What follows belongs to an exercise in optimizing a design on an open flow for small area and a short achievable clock period; a production flow would make more cautious choices.
Only simulation tests tie the RTL to the original design; equivalence was not proved.
Power figures rest on the tool's default switching activity, not on a simulated workload.

### flow/config.mk
export PLATFORM = sky130hd
export DESIGN_NAME = mac
export DESIGN_NICKNAME = mac
export VERILOG_FILES = /design/flow/design.v
export SDC_FILE = /design/flow/constraint.sdc
export NUM_CORES = 4
export LEC_CHECK = 0
export ABC_AREA = 1
export CAP_MARGIN = 20
export CORE_MARGIN = 2
export CORE_UTILIZATION = 40
export CTS_BUF_LIST = sky130_fd_sc_hd__clkbuf_4 sky130_fd_sc_hd__clkbuf_8
export CTS_CLUSTER_DIAMETER = 100
export CTS_CLUSTER_SIZE = 80
export SLEW_MARGIN = 20
### flow/flow/run.sh
#!/bin/bash
# Standard ORFS layout (the standard.sh), with port buffers of a plain buffer
# cell and setup repair aiming further below the clock period. Make's full output
# goes to flow_make.log; ORFS keeps each tool's log under orfs/logs.
set -euo pipefail
bash standard.sh \
  "BUFFER_PORTS_ARGS=-buffer_cell sky130_fd_sc_hd__buf_1" \
  SETUP_SLACK_MARGIN=8.6 \
  finish > flow_make.log 2>&1
### flow/constraint.sdc
create_clock -name core_clock -period 12.0 [get_ports {clk}]
set_input_delay 2.4000 -clock core_clock [delete_from_list [all_inputs] [get_ports {clk}]]
set_output_delay 2.4000 -clock core_clock [all_outputs]
set_load 0.01 [all_outputs]
### flow/standard.sh
#!/bin/bash
# synth_recipe.tcl (not shown) runs the flow's synth.tcl, then flattens the netlist and writes it again
# the make line also repeats each setting of config.mk as NAME=value (left out here)
make -C /OpenROAD-flow-scripts/flow DESIGN_CONFIG=/design/flow/config.mk WORK_HOME=/design/flow/orfs CLKGATE_MAP_FILE= SYNTH_SCRIPT=/design/flow/synth_recipe.tcl "${@:-finish}"
### flow/design.v
module p #(parameter DATA_WIDTH = 16, OUT_WIDTH = 32)
(
    input [DATA_WIDTH-1:0] a,
    input [DATA_WIDTH-1:0] b,
    output [OUT_WIDTH-1:0] c,
    output reg done,
    input clk,
    input rst
);
    localparam K = DATA_WIDTH;
    reg [K-1:0] areg;    
    reg [K-1:0] hi;      
    reg [K-1:0] lo;      
    reg one, two, neg;   
    reg [2:0] cnt;
    assign c = {hi, lo};
    wire one_n = rst ? b[0] : lo[1] ^ lo[2];
    wire two_n = rst ? b[1] & ~b[0] :
                 (lo[3] & ~lo[2] & ~lo[1]) | (~lo[3] & lo[2] & lo[1]);
    wire neg_n = rst ? b[1] : lo[3];
    wire [K:0] m = one ? {areg[K-1], areg} : two ? {areg, 1'b0} : {(K+1){1'b0}};
    wire [K:0] pp = m ^ {(K+1){neg}};
    wire [K+1:0] sum;
    pfx_add #(.W(K+2)) stepadd (.x({{2{hi[K-1]}}, hi}), .y({pp[K], pp}), .ci(neg), .s(sum));
    always @(posedge clk) begin
        areg <= a;
        one <= one_n;
        two <= two_n;
        neg <= neg_n;
        if (rst) begin
            hi <= 0;
            lo <= b;
            cnt <= 3'd0;
            done <= 1'b0;
        end else if (!done) begin
            hi <= sum[K+1:2];
            lo <= {sum[1:0], lo[K-1:2]};
            cnt <= cnt + 3'd1;
            done <= (cnt == 3'd7);
        end
    end
endmodule
`timescale 1ns / 1ps
module mac #(
    parameter DATA_WIDTH = 16,
              OUT_WIDTH = 32
)(
    input clk,
    input rst,
    input clr,
    input [DATA_WIDTH - 1: 0] a,
    input [DATA_WIDTH - 1: 0] b,
    output reg [OUT_WIDTH-1: 0] out
);
    wire ready;
    wire [OUT_WIDTH-1:0] pro;
    wire [OUT_WIDTH-1:0] acc;
    p #(.DATA_WIDTH(DATA_WIDTH), .OUT_WIDTH(OUT_WIDTH)) product (
        .a(a), .b(b), .c(pro), .done(ready), .clk(clk), .rst(rst)
    );
    pfx_add #(.W(OUT_WIDTH)) accadd (.x(out), .y(pro), .ci(1'b0), .s(acc));
    always @(posedge clk) begin
        if (clr)
            out <= 0;
        else if (ready && !rst)
            out <= acc;
    end
endmodule
module pfx_add #(parameter W = 32, KIND = 1) (
    input [W-1:0] x,
    input [W-1:0] y,
    input ci,
    output [W-1:0] s
);
    localparam L = (W <= 2) ? 1 : (W <= 4) ? 2 : (W <= 8) ? 3 : (W <= 16) ? 4 : (W <= 32) ? 5 : 6;
    wire [W-1:0] p0 = x ^ y;
    wire [W-1:0] g0 = {x[W-1:1] & y[W-1:1], (x[0] & y[0]) | (p0[0] & ci)};
    reg [W-1:0] g, pg;
    integer l, i, j;
    always @* begin
        g = g0;
        pg = p0;
        if (KIND == 0) begin
            for (l = 0; l < L; l = l + 1)
                for (i = 0; i < W; i = i + 1)
                    if ((i >> l) & 1) begin
                        j = ((i >> l) << l) - 1;
                        g[i] = g[i] | (pg[i] & g[j]);
                        pg[i] = pg[i] & pg[j];
                    end
        end else begin
            for (l = 0; l < L; l = l + 1)
                for (i = 0; i < W; i = i + 1)
                    if (((i + 1) % (2 << l)) == 0) begin
                        g[i] = g[i] | (pg[i] & g[i - (1 << l)]);
                        pg[i] = pg[i] & pg[i - (1 << l)];
                    end
            for (l = L - 2; l >= 0; l = l - 1)
                for (i = 0; i < W; i = i + 1)
                    if (((i + 1) % (2 << l)) == (1 << l) && i >= (2 << l)) begin
                        g[i] = g[i] | (pg[i] & g[i - (1 << l)]);
                        pg[i] = pg[i] & pg[i - (1 << l)];
                    end
        end
    end
    assign s = p0 ^ {g[W-2:0], ci};
endmodule
==> results.yml, run 1 <==
floorplan:
  floorplan.die_area_sq_um: 13630
  core.rowCount: 41
  dieWidth_um: 116.8
  core_sq_um: 12520
  io_pins: 67
  floorplan.initialDensity: 0.4062
  die_h_um: 116.8
routing:
  detailroute.via_count: 3945
  routedWlPerCell_um: 12.90
  via_per_inst: 4.782
  drc: 0
  drt_first_iter_violations: 154
  antenna_left: 0
  drt-pass1-iter-count: 4
  wirelength_um: 10640
timing:
  setup_tns_ps: 0
  final.period_utilization: 0.2783
  timing.slew.headroom: 0.5356
  min_period_ps: 3340
  achievable-frequency_mhz: 299.4
  report.final.setup_viol: 0
  timing_hold_violations_final: 0
  worst_slew_pin_slew_ps: 695.7
  unrepaired_setup_endpoints_after_global_routing: "yes"
  slew_violations: 0
  worst_clock_skew_ps: 17.39
worst_setup_path:
  cp_bufs_invs: 1
  cpMaxStageDelayCell: "sky130_fd_sc_hd__dfxtp_1"
  worstPathArrival_ps: 940
  critical-path-max-stage-delay_ps: 410
  path_class: "reg -> out"
  end_kind: "output pin"
  cp_top_family: "flip-flops"
  worstPathMaxFanout: 3
  cp_data_required_time_ps: 9600
  cp_cell_sequence: "buf_1"
  critical_path.startpoint_type: "register"
grt:
  grt_max_degree: 55
  via_count_of_the_first_global_routing_pass: 3957
  grtUsageTotal: 0.1692
  grt_overflow_total: 0
  grt_first_pass_wirelength_um: 18120
  number_of_antenna_violations_at_the_first_check_in_global_routing: 0
place:
  postPlaceCellArea_sq_um: 5475
  numPortBuffers: 66
  dpl.hpwl_um: 7983
  gp_congestion: 0.8071
layout:
  num_antenna_cells: 0
  syn2layout_area_growth_pct: 13.21
  layout-drive-gt1-share: 0.09035
  post-route-cell-area_sq_um: 5757
  num-nets-final: 753
  filler_cell_count: 1245
power:
  swShare: 0.3435
  clockPowerShare: 0.243
  leakage_nw: 2.661
  power-per-cell-area_nw_per_um2: 148.8
  power.share.combinational: 0.319
  internal_power_mw: 0.5623
  netSwitchingPower_mw: 0.2943
  ir_drop_mv: 0.08112
  reg_power_frac: 0.438
hold_path:
  timing.hold.worst.class: "reg -> reg"
clock_tree:
  tritoncts_num_sinks: 87
  cts.htree.levels: 3
  cts.hold.buffers_added: 0
  cts_root_buffer: "sky130_fd_sc_hd__clkbuf_8"
  insertion_delay_ps: 360
  tritoncts_clock_tree: "built"
  worst_setup_hold_path_clk_slew_ps: 80
  cts_buffers: 9
  clk_path_buf_depth: 2
synthesis:
  synth.cells.most_frequent: "sky130_fd_sc_hd__inv_1 (75), sky130_fd_sc_hd__nand2_1 (72), sky130_fd_sc_hd__dfxtp_1 (71)"
  ys.warnings.count: 4
  syn-instance-count: 587
  post_synth_num_cell_types: 33
  dominantRegCellSynth: "sky130_fd_sc_hd__dfxtp_1"
  ys_seq_area_frac: 0.3740
  ys_ff_latch: 87
  ys_async_sr_fraction: 0
  postSynthAreaPerCell_sq_um: 8.662
  yosys.area.top_type: "sky130_fd_sc_hd__dfxtp_1"
  synth.top_cell.area_share: 0.2795
  syn-num-nets: 692
  synth.top_cells.by_area: "sky130_fd_sc_hd__dfxtp_1 (28%), sky130_fd_sc_hd__ha_1 (11%), sky130_fd_sc_hd__fa_1 (9.8%), sky130_fd_sc_hd__edfxtp_1 (9.4%), sky130_fd_sc_hd__o21ai_0 (5.9%)"
  synth_most_common_cell: "sky130_fd_sc_hd__inv_1"
  syn-cell-area_sq_um: 5085
  synth_enable_flop_cells: 16
run:
  maxCapViolations: 0
run_status:
  outcome: "finished clean"
## kinds of logic (layout without fill, tap and decap cells)
group                    Yosys count  in the layout  synth area share
AND/OR/NAND/NOR                  149            149            0.1233
flip-flops                        87             87            0.3740
buffers and inverters            100            166           0.07603
AO/OA/AOI/OAI                    143            143            0.1521
adder cells (fa/ha/maj)           70             70            0.2092
XOR/XNOR                          38             38           0.06545
## timing repair
action                     CTS  global route
setup endpoints to repair   12            32
pin swaps                    0             1
setup buffers                2             0
gates resized for setup      7            16
gates cloned                 1             0
## worst reg2reg max path, delay by kind of cell (launching register included)
family,cells,cell delay (ps)
AO/OA/AOI/OAI,4,730
XOR/XNOR,2,280
adder cells (fa/ha/maj),2,770
buffers and inverters,4,440
flip-flops,1,400
AND/OR/NAND/NOR,4,520
## worst paths after layout
| check | startpoint | endpoint | slack, ps | cells past startpoint |
|---|---|---|---|---|
| worst max-delay path | out[27] | out[27] | 8660 | 1 |
| worst min-delay path | out[31] | out[31] | 480 | 2 |
| worst max register to register | product.one | product.hi[13] | 8760 | 16 |
| worst min register to register | out[31] | out[31] | 480 | 2 |
## sequential cells by signal (all words and copies together) (netlist names)
signal / cells
out: 32
product.areg: 16
product.hi: 16
product.lo: 16
product.cnt: 3
product.done: 1
product.neg: 1
product.one: 1
product.two: 1
## layer usage
layer	track usage	vias to the layer above	wire (um)
met2	0.2917	69	5125
li1	-	2042	-
met1	0.2122	1822	4870
met5	0	-	0
met4	0.04941	0	141
met3	0.03892	12	506
## final cells by class
type	instances	area [sq um]	share of cell area
flip-flops and latches	87	1916	0.3328
clock inverters	2	35.03	0.006086
repair buffers	70	285.3	0.04955
clock buffers	14	161.4	0.02804
inverters	79	312.8	0.05434
well taps	172	215.2	0.03738
multi-input cells	400	2826	0.4910
repair inverters	1	5.005	0.0008694
## metrics by stage
step | total power [mW] | instances | hold WS [ps] | worst slack [ps] | util
after global placement | 0.6367 | 806 | 456.5 | 8208 | 0.4374
after global routing | 0.9256 | 825 | 508.2 | 8532 | 0.4599
after floorplan | 0.5842 | 587 | 459.2 | 8640 | -
after CTS | 0.8619 | 825 | 478.8 | 8570 | 0.4560
after detailed placement | 0.6510 | 806 | 468.3 | 8160 | 0.4374
final | 0.8566 | 825 | 476.2 | 8660 | 0.4599
## cells in the final DEF (no fill, tap or decap), types with 3 or more instances in the layout
cell type and count:
sky130_fd_sc_hd__fa_1 25, sky130_fd_sc_hd__a21o_1 4, sky130_fd_sc_hd__dfxtp_2 8, sky130_fd_sc_hd__a21oi_1 52
sky130_fd_sc_hd__buf_1 66, sky130_fd_sc_hd__edfxtp_1 16, sky130_fd_sc_hd__nor2_2 3, sky130_fd_sc_hd__xnor2_1 9
sky130_fd_sc_hd__clkbuf_4 5, sky130_fd_sc_hd__inv_2 3, sky130_fd_sc_hd__xor2_1 28, sky130_fd_sc_hd__nand2_2 9
sky130_fd_sc_hd__clkinvlp_4 3, sky130_fd_sc_hd__inv_1 72, sky130_fd_sc_hd__clkbuf_8 9, sky130_fd_sc_hd__nand4_1 3
sky130_fd_sc_hd__dfxtp_1 62, sky130_fd_sc_hd__nand2_1 71, sky130_fd_sc_hd__a31oi_1 4, sky130_fd_sc_hd__o22ai_1 12
sky130_fd_sc_hd__nand3_1 9, sky130_fd_sc_hd__nor2_1 49, sky130_fd_sc_hd__o21ai_0 59, sky130_fd_sc_hd__ha_1 45
## power groups by stage
stage / Sequential (mW) / Combinational (mW) / Clock (mW)
after floorplan: 0.366 / 0.218 / 0
after global placement: 0.381 / 0.256 / 0
after detailed placement: 0.381 / 0.270 / 0
after CTS: 0.375 / 0.274 / 0.213
after global routing: 0.381 / 0.318 / 0.226
final: 0.375 / 0.273 / 0.209
==> run 2: changes to the inputs <==
--- a/flow/config.mk
+++ b/flow/config.mk
@@ -9,7 +9,7 @@
 export CAP_MARGIN = 20
 export CORE_MARGIN = 2
 export CORE_UTILIZATION = 40
-export CTS_BUF_LIST = sky130_fd_sc_hd__clkbuf_4 sky130_fd_sc_hd__clkbuf_8
-export CTS_CLUSTER_DIAMETER = 100
-export CTS_CLUSTER_SIZE = 80
+export CTS_BUF_LIST = sky130_fd_sc_hd__clkbuf_8 sky130_fd_sc_hd__clkbuf_16
+export CTS_CLUSTER_DIAMETER = 80
+export CTS_CLUSTER_SIZE = 60
 export SLEW_MARGIN = 20
==> results.yml, run 2 <==
worst_setup_path:
  worstPathArrival_ps: 930
  crit-reg2reg-launch: "product.one"
  cp_top_family: "flip-flops"
  cpMaxStageDelayCell: "sky130_fd_sc_hd__dfxtp_1"
  regToRegEndpoint: "product.hi[13]"
  rr_worst_depth: 16
  critical_path.startpoint_type: "register"
  end_kind: "output pin"
  timing.reg2reg.setup_slack_ps: 8710
  path_class: "reg -> out"
  cp_data_required_time_ps: 9600
  worstPathMaxFanout: 4
  cp_cell_sequence: "buf_1"
  cp_bufs_invs: 1
  critical-path-max-stage-delay_ps: 410
layout:
  multi_input_area_sq_um: 2826
  regArea_sq_um: 1908
  max_reg_flops: 32
  layout-drive-gt1-share: 0.07657
  final_cells: 825
  top_register: "out"
  post-route-cell-area_sq_um: 5832
  filler_cell_count: 1241
  num_antenna_cells: 0
  final_util: 0.4659
  mostFrequentLayoutCell: "sky130_fd_sc_hd__inv_1"
  num-nets-final: 753
  most-common-layout-cells: "sky130_fd_sc_hd__inv_1 (77), sky130_fd_sc_hd__nand2_1 (71), sky130_fd_sc_hd__buf_1 (66), sky130_fd_sc_hd__dfxtp_1 (66), sky130_fd_sc_hd__o21ai_0 (59)"
  syn2layout_area_growth_pct: 14.69
routing:
  drt_first_iter_violations: 178
  wirelength_um: 10740
  detailroute.via_count: 3967
  via_per_inst: 4.808
  drc: 0
  drt-pass1-iter-count: 4
  antenna_left: 0
  routedWlPerCell_um: 13.02
timing:
  worst_clock_skew_ps: 11.72
  slew_violations: 0
  timing.slew.headroom: 0.5393
  timing_hold_violations_final: 0
  report.final.setup_viol: 0
  achievable-frequency_mhz: 300.4
  fin_ws_ps: 8671
  worst_slew_pin_slew_ps: 690.1
  min_period_ps: 3329
  final.period_utilization: 0.2774
  unrepaired_setup_endpoints_after_global_routing: "yes"
  hold_slack_ps: 473.7
  setup_tns_ps: 0
power:
  internal_power_mw: 0.6120
  finalPower_mw: 0.9159
  power.share.combinational: 0.299
  reg_power_frac: 0.410
  power-per-cell-area_nw_per_um2: 157.1
  swShare: 0.3319
  clockPowerShare: 0.291
  leakage_nw: 2.709
  ir_drop_mv: 0.1000
  netSwitchingPower_mw: 0.3040
synthesis:
  synth.top_cell.area_share: 0.2795
  postSynthAreaPerCell_sq_um: 8.662
  ys_seq_area_frac: 0.3740
  synth.cells.most_frequent: "sky130_fd_sc_hd__inv_1 (75), sky130_fd_sc_hd__nand2_1 (72), sky130_fd_sc_hd__dfxtp_1 (71)"
  post_synth_num_cell_types: 33
  dominantRegCellSynth: "sky130_fd_sc_hd__dfxtp_1"
  syn-num-nets: 692
  synth_most_common_cell: "sky130_fd_sc_hd__inv_1"
  synth_enable_flop_cells: 16
  yosys.area.top_type: "sky130_fd_sc_hd__dfxtp_1"
  syn-cell-area_sq_um: 5085
  ys.warnings.count: 4
  syn-instance-count: 587
  ys_async_sr_fraction: 0
  ys_ff_latch: 87
  synth.top_cells.by_area: "sky130_fd_sc_hd__dfxtp_1 (28%), sky130_fd_sc_hd__ha_1 (11%), sky130_fd_sc_hd__fa_1 (9.8%), sky130_fd_sc_hd__edfxtp_1 (9.4%), sky130_fd_sc_hd__o21ai_0 (5.9%)"
clock_tree:
  cts_root_buffer: "sky130_fd_sc_hd__clkbuf_16"
  worst_setup_hold_path_clk_slew_ps: 60
  tritoncts_num_sinks: 87
  cts.htree.levels: 3
  clk_path_buf_depth: 2
  cts_buffers: 9
  cts.hold.buffers_added: 0
  tritoncts_clock_tree: "built"
  insertion_delay_ps: 340
floorplan:
  floorplan.initialDensity: 0.4062
  die_h_um: 116.8
  core.rowCount: 41
  floorplan.die_area_sq_um: 13630
  io_pins: 67
  dieWidth_um: 116.8
  core_sq_um: 12520
place:
  dp_slack_ps: 8160
  place_inst: 806
  gp_congestion: 0.8071
  numPortBuffers: 66
  postPlaceCellArea_sq_um: 5475
  dpl.hpwl_um: 7983
grt:
  grtUsageTotal: 0.1712
  grt_overflow_total: 0
  grt_max_degree: 55
  number_of_antenna_violations_at_the_first_check_in_global_routing: 0
  via_count_of_the_first_global_routing_pass: 4005
  grt_first_pass_wirelength_um: 18310
hold_path:
  source_of_the_worst_hold_timing_path: "out[31]"
  timing.hold.worst.class: "reg -> reg"
  timing.hold.worst_endpoint: "out[31]"
  whs_path_depth: 2
run:
  maxCapViolations: 0
run_status:
  outcome: "finished clean"
run 2: worst max-delay path by stage:
stage,cells past startpoint,from,slack (ps),endpoint
6_report,1,out[28],8670,out[28]
5_1_grt,16,product.one,8500,product.hi[13]
4_1_cts,16,product.one,8570,product.hi[13]
3_5_place_dp,5,rst,8160,product.lo[0]
3_3_place_gp,5,rst,8210,product.lo[0]
2_1_floorplan,7,rst,8640,out[31]
run 2: layout make-up:
type | count | share of cell area
repair buffers | 70 | 0.04892
flip-flops and latches | 87 | 0.3272
repair inverters | 1 | 0.0008582
multi-input cells | 400 | 0.4847
clock inverters | 7 | 0.009225
well taps | 172 | 0.03690
inverters | 79 | 0.05364
clock buffers | 9 | 0.03862
run 2: kinds of logic after synthesis:
| family | synth area share |
|---|---|
| xor+xnor | 0.06545 |
| buf+inv | 0.07603 |
| simple gates | 0.1233 |
| compound gates | 0.1521 |
| fa+ha+maj | 0.2092 |
| flops | 0.3740 |
run 2: timing repair:
action | 4_1_cts | 5_1_grt
pin swaps | 0 | 1
endpoints found under the setup margin | 18 | 40
resized for setup | 6 | 12
setup buffers | 2 | 0
cloned | 1 | 0
run 2: power by group through the flow:
stage | combinational [mW] | clock (mW) | sequential, mW
4_1_cts | 0.274 | 0.272 | 0.375
6_report | 0.273 | 0.267 | 0.376
3_3_place_gp | 0.256 | 0 | 0.381
5_1_grt | 0.319 | 0.287 | 0.381
2_1_floorplan | 0.218 | 0 | 0.366
3_5_place_dp | 0.270 | 0 | 0.381
run 2: layer usage:
| metal | GRT usage | wire, um | vias to the layer above |
|---|---|---|---|
| li1 | - | - | 2048 |
| met1 | 0.2128 | 4857 | 1834 |
| met4 | 0.05961 | 156 | 0 |
| met5 | 0 | 0 | - |
| met3 | 0.03684 | 499 | 14 |
| met2 | 0.2944 | 5225 | 71 |
==> run 3: changes to the inputs <==
--- a/flow/flow/run.sh
+++ b/flow/flow/run.sh
@@ -5,5 +5,5 @@
 set -euo pipefail
 bash standard.sh \
   "BUFFER_PORTS_ARGS=-buffer_cell sky130_fd_sc_hd__buf_1" \
-  SETUP_SLACK_MARGIN=8.6 \
+  SETUP_SLACK_MARGIN=8.6  \
   finish > flow_make.log 2>&1
==> flow/config.mk (replaced) <==
export PLATFORM = sky130hd
export DESIGN_NAME = mac
export DESIGN_NICKNAME = mac
export VERILOG_FILES = /design/flow/design.v
export SDC_FILE = /design/flow/constraint.sdc
export NUM_CORES = 4
export LEC_CHECK = 0
export ABC_AREA = 1
export CAP_MARGIN = 0
export CORE_MARGIN = 2
export CORE_UTILIZATION = 40
export CTS_BUF_LIST = sky130_fd_sc_hd__clkbuf_4 sky130_fd_sc_hd__clkbuf_8
export CTS_CLUSTER_SIZE = 40
export SLEW_MARGIN = 0
==> results.yml, run 3 <==
routing:
  detailroute.via_count: 3945
  antenna_left: 0
  drt_first_iter_violations: 154
  routedWlPerCell_um: 12.90
  drt-pass1-iter-count: 4
  via_per_inst: 4.782
  drc: 0
  wirelength_um: 10640
grt:
  number_of_antenna_violations_at_the_first_check_in_global_routing: 0
  via_count_of_the_first_global_routing_pass: 3957
  grt_max_degree: 55
  grt_first_pass_wirelength_um: 18120
  grtUsageTotal: 0.1692
  grt_overflow_total: 0
timing:
  slew_violations: 0
  setup_tns_ps: 0
  achievable-frequency_mhz: 299.4
  worst_clock_skew_ps: 17.39
  timing.slew.headroom: 0.5356
  worst_slew_pin_slew_ps: 695.7
  timing_hold_violations_final: 0
  report.final.setup_viol: 0
  min_period_ps: 3340
  hold_slack_ps: 476.2
  final.period_utilization: 0.2783
  unrepaired_setup_endpoints_after_global_routing: "yes"
power:
  power-per-cell-area_nw_per_um2: 148.8
  leakage_nw: 2.661
  finalPower_mw: 0.8566
  ir_drop_mv: 0.08112
worst_setup_path:
  cp_data_required_time_ps: 9600
  cp_bufs_invs: 1
  critical_path.startpoint: "out[27]"
  cp_top_family: "flip-flops"
  worstPathMaxFanout: 3
  critical-path-max-stage-delay_ps: 410
  cp_cell_sequence: "buf_1"
  path_class: "reg -> out"
  cpMaxStageDelayCell: "sky130_fd_sc_hd__dfxtp_1"
  crit-reg2reg-launch: "product.one"
  critical_path.startpoint_type: "register"
  end_kind: "output pin"
  worstPathArrival_ps: 940
place:
  gp_congestion: 0.8071
  place_inst: 806
  numPortBuffers: 66
  dpl.hpwl_um: 7983
layout:
  mostFrequentLayoutCell: "sky130_fd_sc_hd__inv_1"
  num-nets-final: 753
  num_antenna_cells: 0
  final_util: 0.4599
  layout-drive-gt1-share: 0.09035
  max_reg_flops: 32
  filler_cell_count: 1245
  most-common-layout-cells: "sky130_fd_sc_hd__inv_1 (72), sky130_fd_sc_hd__nand2_1 (71), sky130_fd_sc_hd__buf_1 (66)"
  final_cells: 825
  top_register: "out"
  syn2layout_area_growth_pct: 13.21
synthesis:
  syn-cell-area_sq_um: 5085
  syn-num-nets: 692
  yosys.area.top_type: "sky130_fd_sc_hd__dfxtp_1"
  synth_enable_flop_cells: 16
  synth_most_common_cell: "sky130_fd_sc_hd__inv_1"
  ys_async_sr_fraction: 0
  dominantRegCellSynth: "sky130_fd_sc_hd__dfxtp_1"
  post_synth_num_cell_types: 33
  ys_ff_latch: 87
  postSynthAreaPerCell_sq_um: 8.662
  synth.top_cell.area_share: 0.2795
  synth.top_cells.by_area: "sky130_fd_sc_hd__dfxtp_1 (28%), sky130_fd_sc_hd__ha_1 (11%), sky130_fd_sc_hd__fa_1 (9.8%), sky130_fd_sc_hd__edfxtp_1 (9.4%), sky130_fd_sc_hd__o21ai_0 (5.9%)"
  syn-instance-count: 587
  ys_seq_area_frac: 0.3740
  synth.cells.most_frequent: "sky130_fd_sc_hd__inv_1 (75), sky130_fd_sc_hd__nand2_1 (72), sky130_fd_sc_hd__dfxtp_1 (71)"
  ys.warnings.count: 4
floorplan:
  core_sq_um: 12520
  floorplan.die_area_sq_um: 13630
  floorplan.initialDensity: 0.4062
  core.rowCount: 41
  dieWidth_um: 116.8
  io_pins: 67
  die_h_um: 116.8
clock_tree:
  tritoncts_num_sinks: 87
  cts_root_buffer: "sky130_fd_sc_hd__clkbuf_8"
  cts.htree.levels: 3
  worst_setup_hold_path_clk_slew_ps: 80
  insertion_delay_ps: 360
  clk_path_buf_depth: 2
  tritoncts_clock_tree: "built"
  cts_buffers: 9
hold_path:
  source_of_the_worst_hold_timing_path: "out[31]"
  timing.hold.worst.class: "reg -> reg"
run:
  maxCapViolations: 0
run_status:
  outcome: "finished clean"
-- run 3: final timing paths --
path         slack (ps)              to  cells after the start
max                8660         out[27]                      1
min                 480         out[31]                      2
max reg2reg        8760  product.hi[13]                     16
min reg2reg         480         out[31]                      2
-- run 3: cell families after synthesis --
| family | Yosys count | share of synthesized area |
|---|---|---|
| AO/OA/AOI/OAI | 143 | 0.1521 |
| XOR/XNOR | 38 | 0.06545 |
| adder cells (fa/ha/maj) | 70 | 0.2092 |
| buffers and inverters | 100 | 0.07603 |
| flip-flops | 87 | 0.3740 |
| AND/OR/NAND/NOR | 149 | 0.1233 |
-- run 3: cell type report --
class	instances	area, sq um	share of cell area
clock buffers	14	161.4	0.02804
clock inverters	2	35.03	0.006086
inverters	79	312.8	0.05434
multi-input cells	400	2826	0.4910
flip-flops and latches	87	1916	0.3328
well taps	172	215.2	0.03738
repair buffers	70	285.3	0.04955
repair inverters	1	5.005	0.0008694
-- run 3: layer usage --
metal,track usage,share of wire
met5,0,0
met4,0.04941,0.013
met3,0.03892,0.048
met2,0.2917,0.48
met1,0.2122,0.46
-- run 3: power breakdown --
part           internal [mW]  total (mW)  switching, mW
Combinational          0.119       0.273          0.154
Clock                  0.108       0.209          0.101
Sequential             0.336       0.375         0.0394
Total                  0.562       0.857          0.294
-- run 3: through the flow --
stage | cell area [sq um] | worst slack (ps)
finish | 5757 | 8660
global route | 5757 | 8532
CTS | 5708 | 8570
detailed placement | 5475 | 8160
global placement | 5475 | 8208
floorplan | 5087 | 8640
-- run 3: repair_timing --
item	CTS	global route
hold buffers	0	0
pin swaps	0	1
endpoints found under the hold margin	0	0
cloned	1	0
endpoints found under the setup margin	12	32
gates resized for setup	7	16
setup buffers	2	0
==> run 4: changes to the inputs <==
--- a/flow/flow/run.sh
+++ b/flow/flow/run.sh
@@ -5,5 +5,5 @@
 set -euo pipefail
 bash standard.sh \
   "BUFFER_PORTS_ARGS=-buffer_cell sky130_fd_sc_hd__buf_1" \
-  SETUP_SLACK_MARGIN=8.6  \
+  SETUP_SLACK_MARGIN=8.6 "CTS_ARGS=-sink_clustering_enable -repair_clock_nets -dont_use_dummy_load -sink_clustering_size 30 -sink_clustering_max_diameter 200 -buf_list {sky130_fd_sc_hd__clkbuf_8 sky130_fd_sc_hd__clkbuf_16}" \
   finish > flow_make.log 2>&1
==> flow/config.mk (replaced) <==
export PLATFORM = sky130hd
export DESIGN_NAME = mac
export DESIGN_NICKNAME = mac
export VERILOG_FILES = /design/flow/design.v
export SDC_FILE = /design/flow/constraint.sdc
export NUM_CORES = 4
export LEC_CHECK = 0
export ABC_AREA = 1
export CAP_MARGIN = 20
export CORE_MARGIN = 2
export CORE_UTILIZATION = 40
export SLEW_MARGIN = 20
==> results.yml, run 4 <==
synthesis:
  ys_async_sr_fraction: 0
  yosys.area.top_type: "sky130_fd_sc_hd__dfxtp_1"
  syn-num-nets: 692
  synth.top_cell.area_share: 0.2795
  syn-instance-count: 587
  synth_most_common_cell: "sky130_fd_sc_hd__inv_1"
  ys_seq_area_frac: 0.3740
  post_synth_num_cell_types: 33
  syn-cell-area_sq_um: 5085
  postSynthAreaPerCell_sq_um: 8.662
  synth.cells.most_frequent: "sky130_fd_sc_hd__inv_1 (75), sky130_fd_sc_hd__nand2_1 (72), sky130_fd_sc_hd__dfxtp_1 (71)"
  synth.top_cells.by_area: "sky130_fd_sc_hd__dfxtp_1 (28%), sky130_fd_sc_hd__ha_1 (11%), sky130_fd_sc_hd__fa_1 (9.8%), sky130_fd_sc_hd__edfxtp_1 (9.4%), sky130_fd_sc_hd__o21ai_0 (5.9%)"
  ys_ff_latch: 87
  synth_enable_flop_cells: 16
  ys.warnings.count: 4
  dominantRegCellSynth: "sky130_fd_sc_hd__dfxtp_1"
layout:
  num-nets-final: 756
  final_cells: 821
  syn2layout_area_growth_pct: 13.95
  most-common-layout-cells: "sky130_fd_sc_hd__inv_1 (72), sky130_fd_sc_hd__nand2_1 (71), sky130_fd_sc_hd__dfxtp_1 (68)"
  num_antenna_cells: 0
  top_register: "out"
  max_reg_flops: 32
  mostFrequentLayoutCell: "sky130_fd_sc_hd__inv_1"
  post-route-cell-area_sq_um: 5794
  layout-drive-gt1-share: 0.07396
power:
  power-per-cell-area_nw_per_um2: 152.8
  power.share.combinational: 0.312
  internal_power_mw: 0.5890
  reg_power_frac: 0.425
  finalPower_mw: 0.8852
  netSwitchingPower_mw: 0.2962
  swShare: 0.3346
  leakage_nw: 2.680
  clockPowerShare: 0.263
  ir_drop_mv: 0.08936
place:
  postPlaceCellArea_sq_um: 5475
  place_inst: 806
  gp_congestion: 0.8071
  dpl.hpwl_um: 7983
  numPortBuffers: 66
floorplan:
  core_sq_um: 12520
  dieWidth_um: 116.8
  floorplan.initialDensity: 0.4062
  io_pins: 67
  die_h_um: 116.8
  core.rowCount: 41
  floorplan.die_area_sq_um: 13630
grt:
  grtUsageTotal: 0.1709
  grt_max_degree: 55
  via_count_of_the_first_global_routing_pass: 4014
  grt_first_pass_wirelength_um: 18330
  grt_overflow_total: 0
  number_of_antenna_violations_at_the_first_check_in_global_routing: 0
worst_setup_path:
  cp_data_required_time_ps: 9600
  worstPathArrival_ps: 930
  critical-path-max-stage-delay_ps: 420
  cpMaxStageDelayCell: "sky130_fd_sc_hd__dfxtp_1"
  end_kind: "output pin"
  worstPathMaxFanout: 4
  cp_top_family: "flip-flops"
  cp_bufs_invs: 1
  path_class: "reg -> out"
  cp_cell_sequence: "clkbuf_2"
  critical_path.startpoint_type: "register"
run_status:
  outcome: "finished clean"
timing:
  report.final.setup_viol: 0
  hold_slack_ps: 473.3
  worst_slew_pin_slew_ps: 684.0
  setup_tns_ps: 0
  slew_violations: 0
  final.period_utilization: 0.2771
  achievable-frequency_mhz: 300.7
  timing.slew.headroom: 0.5434
  unrepaired_setup_endpoints_after_global_routing: "yes"
  timing_hold_violations_final: 0
  worst_clock_skew_ps: 14.64
  min_period_ps: 3325
routing:
  detailroute.via_count: 3953
  drc: 0
  drt-pass1-iter-count: 4
  wirelength_um: 10760
  antenna_left: 0
  via_per_inst: 4.815
  drt_first_iter_violations: 182
  routedWlPerCell_um: 13.11
clock_tree:
  cts_buffers: 9
  tritoncts_num_sinks: 87
  cts_root_buffer: "sky130_fd_sc_hd__clkbuf_16"
  clk_path_buf_depth: 2
  worst_setup_hold_path_clk_slew_ps: 60
  cts.htree.levels: 3
  insertion_delay_ps: 340
  tritoncts_clock_tree: "built"
  cts.hold.buffers_added: 0
run:
  maxCapViolations: 0
hold_path:
  timing.hold.worst.class: "reg -> reg"
## run 4: cell counts after synthesis
No cell type changed its count.
## run 4: repair_timing
item                                    in CTS  in global routing
pin swaps                                    0                  2
gates cloned                                 1                  0
hold endpoints to repair                     0                  0
gates resized for setup                      7                 12
endpoints found under the setup margin      23                 42
buffers inserted                             3                  2
## run 4: kinds of logic (layout without fill, tap and decap cells)
logic type | Yosys count | after routing | share of synthesized area
and+or+nand+nor | 149 | 149 | 0.1233
AOI/OAI and AO/OA | 143 | 143 | 0.1521
buffers and inverters | 100 | 162 | 0.07603
DFF | 87 | 87 | 0.3740
adders and majority gates | 70 | 70 | 0.2092
xor gates and xnor gates | 38 | 38 | 0.06545
## run 4: power by group through the flow
stage	Sequential, mW	Clock (mW)	Combinational, mW
2_1_floorplan	0.366	0	0.218
3_3_place_gp	0.381	0	0.256
3_5_place_dp	0.381	0	0.270
4_1_cts	0.376	0.238	0.276
5_1_grt	0.381	0.253	0.320
6_report	0.376	0.233	0.276
## run 4: per-layer routing
layer | up-vias | GRT usage | share of wire
met2 | 68 | 0.2994 | 0.49
met5 | - | 0 | 0
li1 | 2046 | - | -
met3 | 12 | 0.04048 | 0.046
met4 | 0 | 0.04706 | 0.013
met1 | 1827 | 0.2106 | 0.45
## run 4: path summary, 6_finish.rpt
| kind | from | endpoint | slack, ps | depth (start not counted) |
|---|---|---|---|---|
| worst min register to register | out[31] | out[31] | 470 | 2 |
| worst max-delay path | out[12] | out[12] | 8670 | 1 |
| worst min-delay path | out[31] | out[31] | 470 | 2 |
| worst max register to register | product.one | product.hi[13] | 8690 | 16 |
## run 4: area by class of cell
type / instances / area [sq um]
clock buffer: 9 / 225.2
inverter: 79 / 312.8
tap: 172 / 215.2
multi-input combinational: 400 / 2813
timing repair buffer: 73 / 312.8
timing repair inverter: 1 / 7.507
sequential: 87 / 1908
fill: 1240 / 6723
## run 4: worst register-to-register path, cell delays in order, from the launching register on
cell and delay, ps:
sky130_fd_sc_hd__dfxtp_4 390, sky130_fd_sc_hd__clkinvlp_4 150, sky130_fd_sc_hd__buf_4 180, sky130_fd_sc_hd__o22ai_1 200, sky130_fd_sc_hd__xor2_1 290, sky130_fd_sc_hd__ha_1 200, sky130_fd_sc_hd__inv_1 40, sky130_fd_sc_hd__o211ai_1 320
sky130_fd_sc_hd__nand4_1 220, sky130_fd_sc_hd__nand3_2 150, sky130_fd_sc_hd__nand2_1 70, sky130_fd_sc_hd__nand2_1 110, sky130_fd_sc_hd__a21oi_1 100, sky130_fd_sc_hd__fa_1 410, sky130_fd_sc_hd__xnor2_1 150, sky130_fd_sc_hd__o21ai_0 160
sky130_fd_sc_hd__inv_1 50
## run 4: through the flow
stage | setup slack (ps) | utilization
final | 8675 | 0.4629
after global routing | 8498 | 0.4629
after CTS | 8573 | 0.4589
after detailed placement | 8160 | 0.4374
after global placement | 8208 | 0.4374
after floorplan | 8640 | -
==> run 5: changes to the inputs <==
==> flow/flow/run.sh (replaced) <==
#!/bin/bash
# Standard ORFS layout (the standard.sh), with port buffers of a plain buffer
# cell and setup repair aiming further below the clock period. Make's full output
# goes to flow_make.log; ORFS keeps each tool's log under orfs/logs.
set -euo pipefail
bash standard.sh \
  "BUFFER_PORTS_ARGS=-buffer_cell sky130_fd_sc_hd__buf_1" \
  SETUP_SLACK_MARGIN=8.6 "CTS_ARGS=-repair_clock_nets -dont_use_dummy_load -buf_list {sky130_fd_sc_hd__clkbuf_8 sky130_fd_sc_hd__clkbuf_16}" \
  finish > flow_make.log 2>&1
==> results.yml, run 5 <==
run_status:
  outcome: "finished clean"
synthesis:
  synth.top_cell.area_share: 0.2795
  synth_enable_flop_cells: 16
  syn-num-nets: 692
  postSynthAreaPerCell_sq_um: 8.662
  ys_async_sr_fraction: 0
  ys_ff_latch: 87
  syn-cell-area_sq_um: 5085
  syn-instance-count: 587
  synth.top_cells.by_area: "sky130_fd_sc_hd__dfxtp_1 (28%), sky130_fd_sc_hd__ha_1 (11%), sky130_fd_sc_hd__fa_1 (9.8%), sky130_fd_sc_hd__edfxtp_1 (9.4%), sky130_fd_sc_hd__o21ai_0 (5.9%)"
  synth.cells.most_frequent: "sky130_fd_sc_hd__inv_1 (75), sky130_fd_sc_hd__nand2_1 (72), sky130_fd_sc_hd__dfxtp_1 (71)"
  post_synth_num_cell_types: 33
  ys.warnings.count: 4
  synth_most_common_cell: "sky130_fd_sc_hd__inv_1"
  dominantRegCellSynth: "sky130_fd_sc_hd__dfxtp_1"
  ys_seq_area_frac: 0.3740
  yosys.area.top_type: "sky130_fd_sc_hd__dfxtp_1"
timing:
  achievable-frequency_mhz: 300.7
  final.period_utilization: 0.2771
  timing.slew.headroom: 0.5434
  unrepaired_setup_endpoints_after_global_routing: "yes"
  report.final.setup_viol: 0
  timing_hold_violations_final: 0
  slew_violations: 0
  worst_slew_pin_slew_ps: 684.0
  setup_tns_ps: 0
  worst_clock_skew_ps: 14.64
  min_period_ps: 3325
routing:
  drt-pass1-iter-count: 4
  wirelength_um: 10760
  drt_first_iter_violations: 182
  drc: 0
  antenna_left: 0
  detailroute.via_count: 3953
  via_per_inst: 4.815
  routedWlPerCell_um: 13.11
power:
  power-per-cell-area_nw_per_um2: 152.8
  ir_drop_mv: 0.08936
  power.share.combinational: 0.312
  reg_power_frac: 0.425
  netSwitchingPower_mw: 0.2962
  internal_power_mw: 0.5890
  leakage_nw: 2.680
  swShare: 0.3346
  clockPowerShare: 0.263
clock_tree:
  worst_setup_hold_path_clk_slew_ps: 60
  cts_buffers: 9
  cts.hold.buffers_added: 0
  clk_path_buf_depth: 2
  tritoncts_num_sinks: 87
  insertion_delay_ps: 340
  cts.htree.levels: 3
  cts_root_buffer: "sky130_fd_sc_hd__clkbuf_16"
  tritoncts_clock_tree: "built"
worst_setup_path:
  worstSetupPathDepth: 1
  worstPathMaxFanout: 4
  cp_bufs_invs: 1
  cp_cell_sequence: "clkbuf_2"
  cpMaxStageDelayCell: "sky130_fd_sc_hd__dfxtp_1"
  worstPathArrival_ps: 930
  path_class: "reg -> out"
  critical-path-max-stage-delay_ps: 420
  end_kind: "output pin"
  cp_top_family: "flip-flops"
  critical_path.startpoint: "out[12]"
  critical_path.startpoint_type: "register"
  rr_worst_depth: 16
  cp_data_required_time_ps: 9600
  crit-reg2reg-launch: "product.one"
floorplan:
  floorplan.initialDensity: 0.4062
  core_sq_um: 12520
  die_h_um: 116.8
  dieWidth_um: 116.8
  core.rowCount: 41
  io_pins: 67
  floorplan.die_area_sq_um: 13630
layout:
  mostFrequentLayoutCell: "sky130_fd_sc_hd__inv_1"
  final_cells: 821
  most-common-layout-cells: "sky130_fd_sc_hd__inv_1 (72), sky130_fd_sc_hd__nand2_1 (71), sky130_fd_sc_hd__dfxtp_1 (68)"
  top_register: "out"
  max_reg_flops: 32
  syn2layout_area_growth_pct: 13.95
  layout-drive-gt1-share: 0.07396
  num-nets-final: 756
  num_antenna_cells: 0
  filler_cell_count: 1240
grt:
  via_count_of_the_first_global_routing_pass: 4014
  grt_max_degree: 55
  number_of_antenna_violations_at_the_first_check_in_global_routing: 0
  grtUsageTotal: 0.1709
  grt_first_pass_wirelength_um: 18330
  grt_overflow_total: 0
place:
  place_inst: 806
  dpl.hpwl_um: 7983
  gp_congestion: 0.8071
  numPortBuffers: 66
hold_path:
  whs_path_depth: 2
  timing.hold.worst.class: "reg -> reg"
  source_of_the_worst_hold_timing_path: "out[31]"
run:
  maxCapViolations: 0
==> run 5: cell counts in the layout (fill, tap and decap cells not counted) <==
Identical to the previous run, type by type.
==> run 5: layout make-up <==
class	count	area (sq um)	area share
Timing Repair Buffer	73	312.8	0.05398
Timing Repair inverter	1	7.507	0.001296
Clock buffer	9	225.2	0.03887
Inverter	79	312.8	0.05398
Multi-Input combinational cell	400	2813	0.4854
Tap cell	172	215.2	0.03714
Sequential cell	87	1908	0.3293
==> run 5: per-stage QoR <==
| stage | cell area, sq um | hold WS (ps) | utilization | power (mW) | setup slack [ps] |
|---|---|---|---|---|---|
| final | 5794 | 473.3 | 0.4629 | 0.8852 | 8675 |
| after global routing | 5794 | 504.1 | 0.4629 | 0.9547 | 8498 |
| after CTS | 5744 | 475.4 | 0.4589 | 0.8896 | 8573 |
| after detailed placement | 5475 | 468.3 | 0.4374 | 0.6510 | 8160 |
| after global placement | 5475 | 456.5 | 0.4374 | 0.6367 | 8208 |
| after floorplan | 5087 | 459.2 | - | 0.5842 | 8640 |
==> run 5: final timing paths <==
path | slack [ps] | end
min | 470 | out[31]
max reg2reg | 8690 | product.hi[13]
max | 8670 | out[12]
min reg2reg | 470 | out[31]
==> run 5: cells by family after synthesis <==
| group | synth area share |
|---|---|
| compound gates | 0.1521 |
| fa+ha+maj | 0.2092 |
| buf+inv | 0.07603 |
| xor+xnor | 0.06545 |
| flops | 0.3740 |
| simple gates | 0.1233 |
==> run 5: per-layer routing <==
| layer | wire [um] | GRT usage | vias to the layer above | share of wire |
|---|---|---|---|---|
| li1 | - | - | 2046 | - |
| met1 | 4858 | 0.2106 | 1827 | 0.45 |
| met2 | 5268 | 0.2994 | 68 | 0.49 |
| met3 | 500 | 0.04048 | 12 | 0.046 |
| met4 | 136 | 0.04706 | 0 | 0.013 |
| met5 | 0 | 0 | - | 0 |
==> run 5: power by group through the flow <==
stage / registers (mW) / clock network (mW) / logic (mW)
after floorplan: 0.366 / 0 / 0.218
after global placement: 0.381 / 0 / 0.256
after detailed placement: 0.381 / 0 / 0.270
after CTS: 0.376 / 0.238 / 0.276
after global routing: 0.381 / 0.253 / 0.320
final: 0.376 / 0.233 / 0.276
==> run 5: timing repair <==
action,4_1_cts,5_1_grt
pin swaps,0,2
gates cloned,1,0
gates resized for setup,7,12
setup buffers,3,2
endpoints found under the setup margin,23,42
==> run 6: changes to the inputs <==
--- a/flow/flow/run.sh
+++ b/flow/flow/run.sh
@@ -5,5 +5,5 @@
 set -euo pipefail
 bash standard.sh \
   "BUFFER_PORTS_ARGS=-buffer_cell sky130_fd_sc_hd__buf_1" \
-  SETUP_SLACK_MARGIN=8.6 "CTS_ARGS=-repair_clock_nets -dont_use_dummy_load -buf_list {sky130_fd_sc_hd__clkbuf_8 sky130_fd_sc_hd__clkbuf_16}" \
+  SETUP_SLACK_MARGIN=8.6 "CTS_ARGS=-sink_clustering_enable -repair_clock_nets -dont_use_dummy_load -sink_clustering_size 20 -buf_list {sky130_fd_sc_hd__clkbuf_4 sky130_fd_sc_hd__clkbuf_8}" \
   finish > flow_make.log 2>&1
==> results.yml, run 6 <==
synthesis:
  syn-num-nets: 692
  syn-cell-area_sq_um: 5085
  ys_seq_area_frac: 0.3740
  synth.cells.most_frequent: "sky130_fd_sc_hd__inv_1 (75), sky130_fd_sc_hd__nand2_1 (72), sky130_fd_sc_hd__dfxtp_1 (71)"
  ys.warnings.count: 4
  post_synth_num_cell_types: 33
  ys_ff_latch: 87
  synth.top_cell.area_share: 0.2795
  yosys.area.top_type: "sky130_fd_sc_hd__dfxtp_1"
  ys_async_sr_fraction: 0
  syn-instance-count: 587
  dominantRegCellSynth: "sky130_fd_sc_hd__dfxtp_1"
  synth_most_common_cell: "sky130_fd_sc_hd__inv_1"
  synth.top_cells.by_area: "sky130_fd_sc_hd__dfxtp_1 (28%), sky130_fd_sc_hd__ha_1 (11%), sky130_fd_sc_hd__fa_1 (9.8%), sky130_fd_sc_hd__edfxtp_1 (9.4%), sky130_fd_sc_hd__o21ai_0 (5.9%)"
  synth_enable_flop_cells: 16
  postSynthAreaPerCell_sq_um: 8.662
layout:
  most-common-layout-cells: "sky130_fd_sc_hd__inv_1 (72), sky130_fd_sc_hd__nand2_1 (71), sky130_fd_sc_hd__buf_1 (65)"
  filler_cell_count: 1249
  layout-drive-gt1-share: 0.07895
  top_register: "out"
  final_cells: 818
  regArea_sq_um: 1913
  num-nets-final: 753
  max_reg_flops: 32
  mostFrequentLayoutCell: "sky130_fd_sc_hd__inv_1"
  num_antenna_cells: 0
  syn2layout_area_growth_pct: 11.81
  multi_input_area_sq_um: 2826
worst_setup_path:
  cp_top_family: "flip-flops"
  worstPathMaxFanout: 4
  critical-path-max-stage-delay_ps: 420
  cp_bufs_invs: 1
  end_kind: "output pin"
  critical_path.startpoint_type: "register"
  worstPathArrival_ps: 940
  cp_cell_sequence: "buf_1"
  cpMaxStageDelayCell: "sky130_fd_sc_hd__dfxtp_1"
  cp_data_required_time_ps: 9600
  path_class: "reg -> out"
grt:
  grt_first_pass_wirelength_um: 18040
  grt_max_degree: 55
  number_of_antenna_violations_at_the_first_check_in_global_routing: 0
  grtUsageTotal: 0.1692
  grt_overflow_total: 0
  via_count_of_the_first_global_routing_pass: 3926
clock_tree:
  cts_buffers: 9
  clk_path_buf_depth: 2
  cts.hold.buffers_added: 0
  tritoncts_clock_tree: "built"
  tritoncts_num_sinks: 87
  cts.htree.levels: 3
  worst_setup_hold_path_clk_slew_ps: 70
  cts_root_buffer: "sky130_fd_sc_hd__clkbuf_8"
  insertion_delay_ps: 360
timing:
  worst_slew_pin_slew_ps: 677.7
  worst_clock_skew_ps: 20.94
  final.period_utilization: 0.2787
  timing_hold_violations_final: 0
  slew_violations: 0
  min_period_ps: 3344
  timing.slew.headroom: 0.5476
  report.final.setup_viol: 0
  achievable-frequency_mhz: 299.0
  unrepaired_setup_endpoints_after_global_routing: "yes"
  setup_tns_ps: 0
floorplan:
  dieWidth_um: 116.8
  die_h_um: 116.8
  io_pins: 67
  floorplan.die_area_sq_um: 13630
  core_sq_um: 12520
  floorplan.initialDensity: 0.4062
  core.rowCount: 41
power:
  power-per-cell-area_nw_per_um2: 142.0
  internal_power_mw: 0.5216
  netSwitchingPower_mw: 0.2856
  finalPower_mw: 0.8073
  swShare: 0.3538
  power.share.combinational: 0.337
  ir_drop_mv: 0.07783
  reg_power_frac: 0.465
  leakage_nw: 2.623
  clockPowerShare: 0.198
routing:
  drt_first_iter_violations: 178
  via_per_inst: 4.818
  antenna_left: 0
  drt-pass1-iter-count: 4
  routedWlPerCell_um: 12.95
  wirelength_um: 10600
  drc: 0
  detailroute.via_count: 3941
place:
  gp_congestion: 0.8071
  dpl.hpwl_um: 7983
  place_inst: 806
  numPortBuffers: 66
run:
  maxCapViolations: 0
hold_path:
  timing.hold.worst.class: "reg -> reg"
run_status:
  outcome: "finished clean"
run 6: cell counts after synthesis:
No cell type changed its count.
run 6: final timing paths:
path	startpoint	end	slack, ps	cells past startpoint
worst min register to register	out[31]	out[31]	480	2
worst max-delay path	out[22]	out[22]	8660	1
worst min-delay path	out[31]	out[31]	480	2
worst max register to register	product.one	product.hi[13]	8760	16
run 6: logic make-up after synthesis:
kind of cell,after synthesis,share of synthesized area
buffers and inverters,100,0.07603
DFF,87,0.3740
xor gates and xnor gates,38,0.06545
AOI/OAI and AO/OA,143,0.1521
adders and majority gates,70,0.2092
and+or+nand+nor,149,0.1233
run 6: what timing repair did:
item / 4_1_cts / 5_1_grt
resized for setup: 8 / 15
setup buffers: 2 / 0
gates cloned: 1 / 0
pin swaps: 0 / 1
setup endpoints to repair: 12 / 26
run 6: through the flow:
step / setup slack, ps / hold WS (ps) / util / cell area (sq um)
floorplan: 8640 / 459.2 / - / 5087
global placement: 8208 / 456.5 / 0.4374 / 5475
detailed placement: 8160 / 468.3 / 0.4374 / 5475
CTS: 8569 / 478.2 / 0.4504 / 5638
global route: 8525 / 507.3 / 0.4542 / 5685
finish: 8656 / 475.9 / 0.4542 / 5685
run 6: power groups by stage:
stage	Sequential, mW	Combinational (mW)	Clock (mW)
final	0.375	0.272	0.160
after detailed placement	0.381	0.270	0
after CTS	0.375	0.273	0.166
after global routing	0.381	0.317	0.179
after global placement	0.381	0.256	0
after floorplan	0.366	0.218	0
run 6: metal layers:
layer / global-route usage / part of all wire
met5: 0 / 0
met3: 0.04048 / 0.047
met4: 0.04941 / 0.013
met1: 0.2122 / 0.46
met2: 0.2906 / 0.48
run 6: area by class of cell:
cell class / instances / share of cell area
timing repair buffer: 70 / 0.05040
inverter: 79 / 0.05502
sequential: 87 / 0.3365
multi-input combinational: 400 / 0.4971
clock buffer: 9 / 0.02179
timing repair inverter: 1 / 0.001320
tap: 172 / 0.03785
==> run 7: changes to the inputs <==
==> flow/flow/run.sh (replaced) <==
#!/bin/bash
# Standard ORFS layout (the standard.sh), with port buffers of a plain buffer
# cell and setup repair aiming further below the clock period. Make's full output
# goes to flow_make.log; ORFS keeps each tool's log under orfs/logs.
set -euo pipefail
bash standard.sh \
  "BUFFER_PORTS_ARGS=-buffer_cell sky130_fd_sc_hd__buf_1" \
  SETUP_SLACK_MARGIN=8.7 "CTS_ARGS=-sink_clustering_enable -repair_clock_nets -dont_use_dummy_load -sink_clustering_size 40 -buf_list {sky130_fd_sc_hd__clkbuf_4 sky130_fd_sc_hd__clkbuf_8}" \
  finish > flow_make.log 2>&1
==> results.yml, run 7 <==
layout:
  layout-drive-gt1-share: 0.1791
  final_util: 0.4687
  num-nets-final: 766
  mostFrequentLayoutCell: "sky130_fd_sc_hd__inv_1"
  regArea_sq_um: 1961
  num_antenna_cells: 0
  final_cells: 831
  most-common-layout-cells: "sky130_fd_sc_hd__inv_1 (72), sky130_fd_sc_hd__nand2_1 (71), sky130_fd_sc_hd__o21ai_0 (58)"
  filler_cell_count: 1261
  multi_input_area_sq_um: 2820
  max_reg_flops: 32
  syn2layout_area_growth_pct: 15.38
  top_register: "out"
  post-route-cell-area_sq_um: 5867
synthesis:
  syn-num-nets: 692
  syn-cell-area_sq_um: 5085
  synth.top_cells.by_area: "sky130_fd_sc_hd__dfxtp_1 (28%), sky130_fd_sc_hd__ha_1 (11%), sky130_fd_sc_hd__fa_1 (9.8%), sky130_fd_sc_hd__edfxtp_1 (9.4%), sky130_fd_sc_hd__o21ai_0 (5.9%)"
  dominantRegCellSynth: "sky130_fd_sc_hd__dfxtp_1"
  yosys.area.top_type: "sky130_fd_sc_hd__dfxtp_1"
  synth.top_cell.area_share: 0.2795
  ys_async_sr_fraction: 0
  postSynthAreaPerCell_sq_um: 8.662
  ys.warnings.count: 4
  synth_enable_flop_cells: 16
  ys_ff_latch: 87
  post_synth_num_cell_types: 33
  syn-instance-count: 587
  ys_seq_area_frac: 0.3740
  synth.cells.most_frequent: "sky130_fd_sc_hd__inv_1 (75), sky130_fd_sc_hd__nand2_1 (72), sky130_fd_sc_hd__dfxtp_1 (71)"
  synth_most_common_cell: "sky130_fd_sc_hd__inv_1"
grt:
  number_of_antenna_violations_at_the_first_check_in_global_routing: 0
  via_count_of_the_first_global_routing_pass: 3783
  grt_overflow_total: 0
  grt_first_pass_wirelength_um: 17620
  grtUsageTotal: 0.1675
  grt_max_degree: 55
clock_tree:
  cts.hold.buffers_added: 0
  tritoncts_clock_tree: "built"
  cts_buffers: 9
  insertion_delay_ps: 370
  clk_path_buf_depth: 2
  cts_root_buffer: "sky130_fd_sc_hd__clkbuf_8"
  cts.htree.levels: 3
  tritoncts_num_sinks: 87
  worst_setup_hold_path_clk_slew_ps: 70
timing:
  unrepaired_setup_endpoints_after_global_routing: "yes"
  hold_slack_ps: 478.5
  report.final.setup_viol: 0
  timing.slew.headroom: 0.5350
  slew_violations: 0
  setup_tns_ps: 0
  timing_hold_violations_final: 0
  final.period_utilization: 0.2720
  achievable-frequency_mhz: 306.4
  fin_ws_ps: 8736
  min_period_ps: 3264
  worst_clock_skew_ps: 19.97
  worst_slew_pin_slew_ps: 696.5
routing:
  drt-pass1-iter-count: 4
  via_per_inst: 4.745
  drt_first_iter_violations: 243
  antenna_left: 0
  wirelength_um: 10750
  drc: 0
  routedWlPerCell_um: 12.93
  detailroute.via_count: 3943
floorplan:
  core.rowCount: 41
  floorplan.initialDensity: 0.4062
  core_sq_um: 12520
  die_h_um: 116.8
  floorplan.die_area_sq_um: 13630
  io_pins: 67
  dieWidth_um: 116.8
worst_setup_path:
  cp_cell_sequence: "buf_2"
  cp_data_required_time_ps: 9600
  critical-path-max-stage-delay_ps: 370
  worstPathMaxFanout: 4
  cp_top_family: "flip-flops"
  path_class: "reg -> out"
  end_kind: "output pin"
  critical_path.startpoint_type: "register"
  cpMaxStageDelayCell: "sky130_fd_sc_hd__dfxtp_4"
  worstPathArrival_ps: 860
  cp_bufs_invs: 1
  timing.reg2reg.setup_slack_ps: 8830
place:
  place_inst: 806
  dpl.hpwl_um: 7788
  gp_congestion: 0.8254
  dp_slack_ps: 8156
  postPlaceCellArea_sq_um: 5482
  numPortBuffers: 66
run_status:
  outcome: "finished clean"
power:
  power-per-cell-area_nw_per_um2: 138.1
  leakage_nw: 2.834
  finalPower_mw: 0.8101
  ir_drop_mv: 0.08933
hold_path:
  timing.hold.worst.class: "reg -> reg"
run:
  maxCapViolations: 0
## run 7: final cells by class
| class | instances | area share |
|---|---|---|
| Multi-Input combinational cell | 400 | 0.4807 |
| Timing Repair inverter | 1 | 0.001280 |
| Inverter | 79 | 0.05332 |
| Timing Repair Buffer | 83 | 0.07272 |
| Tap cell | 172 | 0.03668 |
| Sequential cell | 87 | 0.3342 |
| Clock buffer | 9 | 0.02111 |
## run 7: final timing paths
path                     from        endpoint  cells after the start
setup / recovery      out[24]         out[24]                      1
hold reg to reg       out[31]         out[31]                      2
setup reg to reg  product.one  product.hi[13]                     16
hold / removal        out[31]         out[31]                      2
## run 7: timing repair
action | 4_1_cts | 5_1_grt
gates cloned | 1 | 0
setup endpoints to repair | 82 | 62
resized for setup | 58 | 26
pin swaps | 0 | 1
setup buffers | 3 | 12
## run 7: cell families after synthesis
group	Yosys count	share of synthesized area
simple gates	149	0.1233
compound gates	143	0.1521
buf+inv	100	0.07603
flops	87	0.3740
fa+ha+maj	70	0.2092
xor+xnor	38	0.06545
## run 7: where the power goes
group	internal, mW	switching [mW]
Combinational	0.120	0.153
Clock	0.0672	0.0945
Sequential	0.335	0.0398
Total	0.522	0.288
## run 7: layer usage
metal  track usage  part of all wire  vias to the layer above
met5             0                 0                        -
met4       0.07216             0.023                        0
met3       0.03684             0.042                       17
met2        0.2771              0.47                       69
met1        0.2111              0.47                     1796
li1              -                 -                     2061
==> run 8: changes to the inputs <==
==> flow/flow/run.sh (replaced) <==
#!/bin/bash
# Standard ORFS layout (the standard.sh), with port buffers of a plain buffer
# cell and setup repair aiming further below the clock period. Make's full output
# goes to flow_make.log; ORFS keeps each tool's log under orfs/logs.
set -euo pipefail
bash standard.sh \
  "BUFFER_PORTS_ARGS=-buffer_cell sky130_fd_sc_hd__buf_1" \
  SETUP_SLACK_MARGIN=8.65 "CTS_ARGS=-sink_clustering_enable -repair_clock_nets -dont_use_dummy_load -sink_clustering_size 40 -buf_list {sky130_fd_sc_hd__clkbuf_4 sky130_fd_sc_hd__clkbuf_8}" \
  finish > flow_make.log 2>&1
==> results.yml, run 8 <==
grt:
  number_of_antenna_violations_at_the_first_check_in_global_routing: 0
  via_count_of_the_first_global_routing_pass: 3849
  grt_max_degree: 55
  grtUsageTotal: 0.1714
  grt_first_pass_wirelength_um: 18000
  grt_overflow_total: 0
worst_setup_path:
  path_class: "reg -> out"
  cp_bufs_invs: 1
  critical_path.startpoint_type: "register"
  worstPathArrival_ps: 910
  cp_top_family: "flip-flops"
  cp_data_required_time_ps: 9600
  cp_cell_sequence: "clkbuf_2"
  cpMaxStageDelayCell: "sky130_fd_sc_hd__dfxtp_1"
  worstPathMaxFanout: 4
  end_kind: "output pin"
  critical-path-max-stage-delay_ps: 380
timing:
  fin_ws_ps: 8694
  worst_slew_pin_slew_ps: 698.5
  timing_hold_violations_final: 0
  min_period_ps: 3306
  timing.slew.headroom: 0.5337
  hold_slack_ps: 470.6
  setup_tns_ps: 0
  report.final.setup_viol: 0
  slew_violations: 0
  unrepaired_setup_endpoints_after_global_routing: "yes"
  worst_clock_skew_ps: 15.63
  achievable-frequency_mhz: 302.5
  final.period_utilization: 0.2755
synthesis:
  synth.cells.most_frequent: "sky130_fd_sc_hd__inv_1 (75), sky130_fd_sc_hd__nand2_1 (72), sky130_fd_sc_hd__dfxtp_1 (71)"
  syn-cell-area_sq_um: 5085
  postSynthAreaPerCell_sq_um: 8.662
  ys_ff_latch: 87
  syn-instance-count: 587
  synth_most_common_cell: "sky130_fd_sc_hd__inv_1"
  synth.top_cells.by_area: "sky130_fd_sc_hd__dfxtp_1 (28%), sky130_fd_sc_hd__ha_1 (11%), sky130_fd_sc_hd__fa_1 (9.8%), sky130_fd_sc_hd__edfxtp_1 (9.4%), sky130_fd_sc_hd__o21ai_0 (5.9%)"
  syn-num-nets: 692
  post_synth_num_cell_types: 33
  yosys.area.top_type: "sky130_fd_sc_hd__dfxtp_1"
  ys.warnings.count: 4
  ys_seq_area_frac: 0.3740
  dominantRegCellSynth: "sky130_fd_sc_hd__dfxtp_1"
  ys_async_sr_fraction: 0
  synth.top_cell.area_share: 0.2795
  synth_enable_flop_cells: 16
place:
  dpl.hpwl_um: 7822
  gp_congestion: 0.8204
  numPortBuffers: 66
  dp_slack_ps: 8170
  postPlaceCellArea_sq_um: 5475
  place_inst: 806
layout:
  syn2layout_area_growth_pct: 13.12
  layout-drive-gt1-share: 0.1233
  max_reg_flops: 32
  post-route-cell-area_sq_um: 5752
  mostFrequentLayoutCell: "sky130_fd_sc_hd__inv_1"
  most-common-layout-cells: "sky130_fd_sc_hd__inv_1 (72), sky130_fd_sc_hd__nand2_1 (71), sky130_fd_sc_hd__o21ai_0 (59)"
  num-nets-final: 756
  num_antenna_cells: 0
  top_register: "out"
  final_util: 0.4595
  final_cells: 821
floorplan:
  core_sq_um: 12520
  floorplan.initialDensity: 0.4062
  core.rowCount: 41
  io_pins: 67
  die_h_um: 116.8
  dieWidth_um: 116.8
  floorplan.die_area_sq_um: 13630
clock_tree:
  cts_buffers: 9
  cts.hold.buffers_added: 0
  tritoncts_clock_tree: "built"
  cts_root_buffer: "sky130_fd_sc_hd__clkbuf_8"
  cts.htree.levels: 3
  insertion_delay_ps: 370
  tritoncts_num_sinks: 87
  worst_setup_hold_path_clk_slew_ps: 80
  clk_path_buf_depth: 2
routing:
  drt_first_iter_violations: 228
  detailroute.via_count: 3915
  antenna_left: 0
  routedWlPerCell_um: 13.17
  via_per_inst: 4.769
  drc: 0
  drt-pass1-iter-count: 4
  wirelength_um: 10820
power:
  ir_drop_mv: 0.06946
  power-per-cell-area_nw_per_um2: 141.6
  finalPower_mw: 0.8147
  leakage_nw: 2.701
run_status:
  outcome: "finished clean"
hold_path:
  timing.hold.worst.class: "reg -> reg"
run:
  maxCapViolations: 0
-- run 8: cell types whose count changed in the layout (fill, tap and decap cells not counted), moves of 4 or more --
cell                       before  now
sky130_fd_sc_hd__dfxtp_2       23   14
sky130_fd_sc_hd__buf_2         25    1
sky130_fd_sc_hd__dfxtp_1       40   53
sky130_fd_sc_hd__dfxtp_4        8    4
sky130_fd_sc_hd__buf_4         15    5
sky130_fd_sc_hd__buf_1         34   49
sky130_fd_sc_hd__clkbuf_2       7   16
-- run 8: worst paths after layout --
| path | from | endpoint | slack [ps] | cells after the start |
|---|---|---|---|---|
| min | out[31] | out[31] | 470 | 2 |
| min reg2reg | out[31] | out[31] | 470 | 2 |
| max | out[8] | out[8] | 8690 | 1 |
| max reg2reg | product.one | product.hi[13] | 8880 | 16 |
-- run 8: layout make-up --
class,instances,area [sq um]
Inverter,79,312.8
Clock buffer,9,123.9
Fill cell,1253,6765
Timing Repair Buffer,73,335.3
Sequential cell,87,1934
Tap cell,172,215.2
Multi-Input combinational cell,400,2823
Timing Repair inverter,1,7.507
-- run 8: where the power goes --
part	internal [mW]	total [mW]	switching, mW
registers	0.335	0.375	0.0398
logic	0.121	0.275	0.153
clock network	0.0673	0.165	0.0975
-- run 8: layer usage --
metal,up-vias,routed length (um),track usage
li1,2040,-,-
met1,1790,5187,0.2199
met2,72,5022,0.2875
met3,13,426,0.03114
met4,0,180,0.06667
met5,-,0,0
-- run 8: logic make-up after synthesis --
group	Yosys count	share of synthesized area
adder cells (fa/ha/maj)	70	0.2092
buffers and inverters	100	0.07603
flip-flops	87	0.3740
AND/OR/NAND/NOR	149	0.1233
AO/OA/AOI/OAI	143	0.1521
XOR/XNOR	38	0.06545
-- run 8: repair_timing --
item / CTS / global route
setup buffers: 2 / 3
endpoints found under the setup margin: 25 / 58
cloned: 1 / 0
resized for setup: 16 / 39
pin swaps: 0 / 4

## static timing again, ports no longer ideal
Ports are ideal in the flow. The routed layouts listed here were re-timed in OpenROAD. Step 1 sets driving cells, clkbuf_16 on the clock port and buf_2 on the other inputs (assumed; they add their load-dependent delay and slew). Step 2 also shifts input and output timing later by t, the mid clock arrival at the registers, as if the neighbouring blocks saw the same clock. Slacks: ideal ports / drivers / drivers and shift; pairs: ideal ports / drivers.
| run | t (ns) | slack for setup (ns) | slew at the worst register clock pin (ns) | pins driven straight from the clock port |
|---|---|---|---|---|
| run 1 | 0.387 | 8.660 / 8.628 / 8.335 | 0.09 / 0.09 | 1 |
| run 2 | 0.368 | 8.671 / 8.636 / 8.348 | 0.07 / 0.07 | 1 |
| run 3 | 0.387 | 8.660 / 8.628 / 8.335 | 0.09 / 0.09 | 1 |
| run 4 | 0.365 | 8.675 / 8.639 / 8.358 | 0.06 / 0.06 | 1 |
| run 5 | 0.365 | 8.675 / 8.639 / 8.358 | 0.06 / 0.06 | 1 |
| run 6 | 0.383 | 8.656 / 8.623 / 8.358 | 0.09 / 0.09 | 1 |
| run 7 | 0.395 | 8.736 / 8.703 / 8.421 | 0.09 / 0.09 | 1 |
| run 8 | 0.398 | 8.694 / 8.661 / 8.384 | 0.09 / 0.09 | 1 |
After both steps every run listed still meets setup and hold.
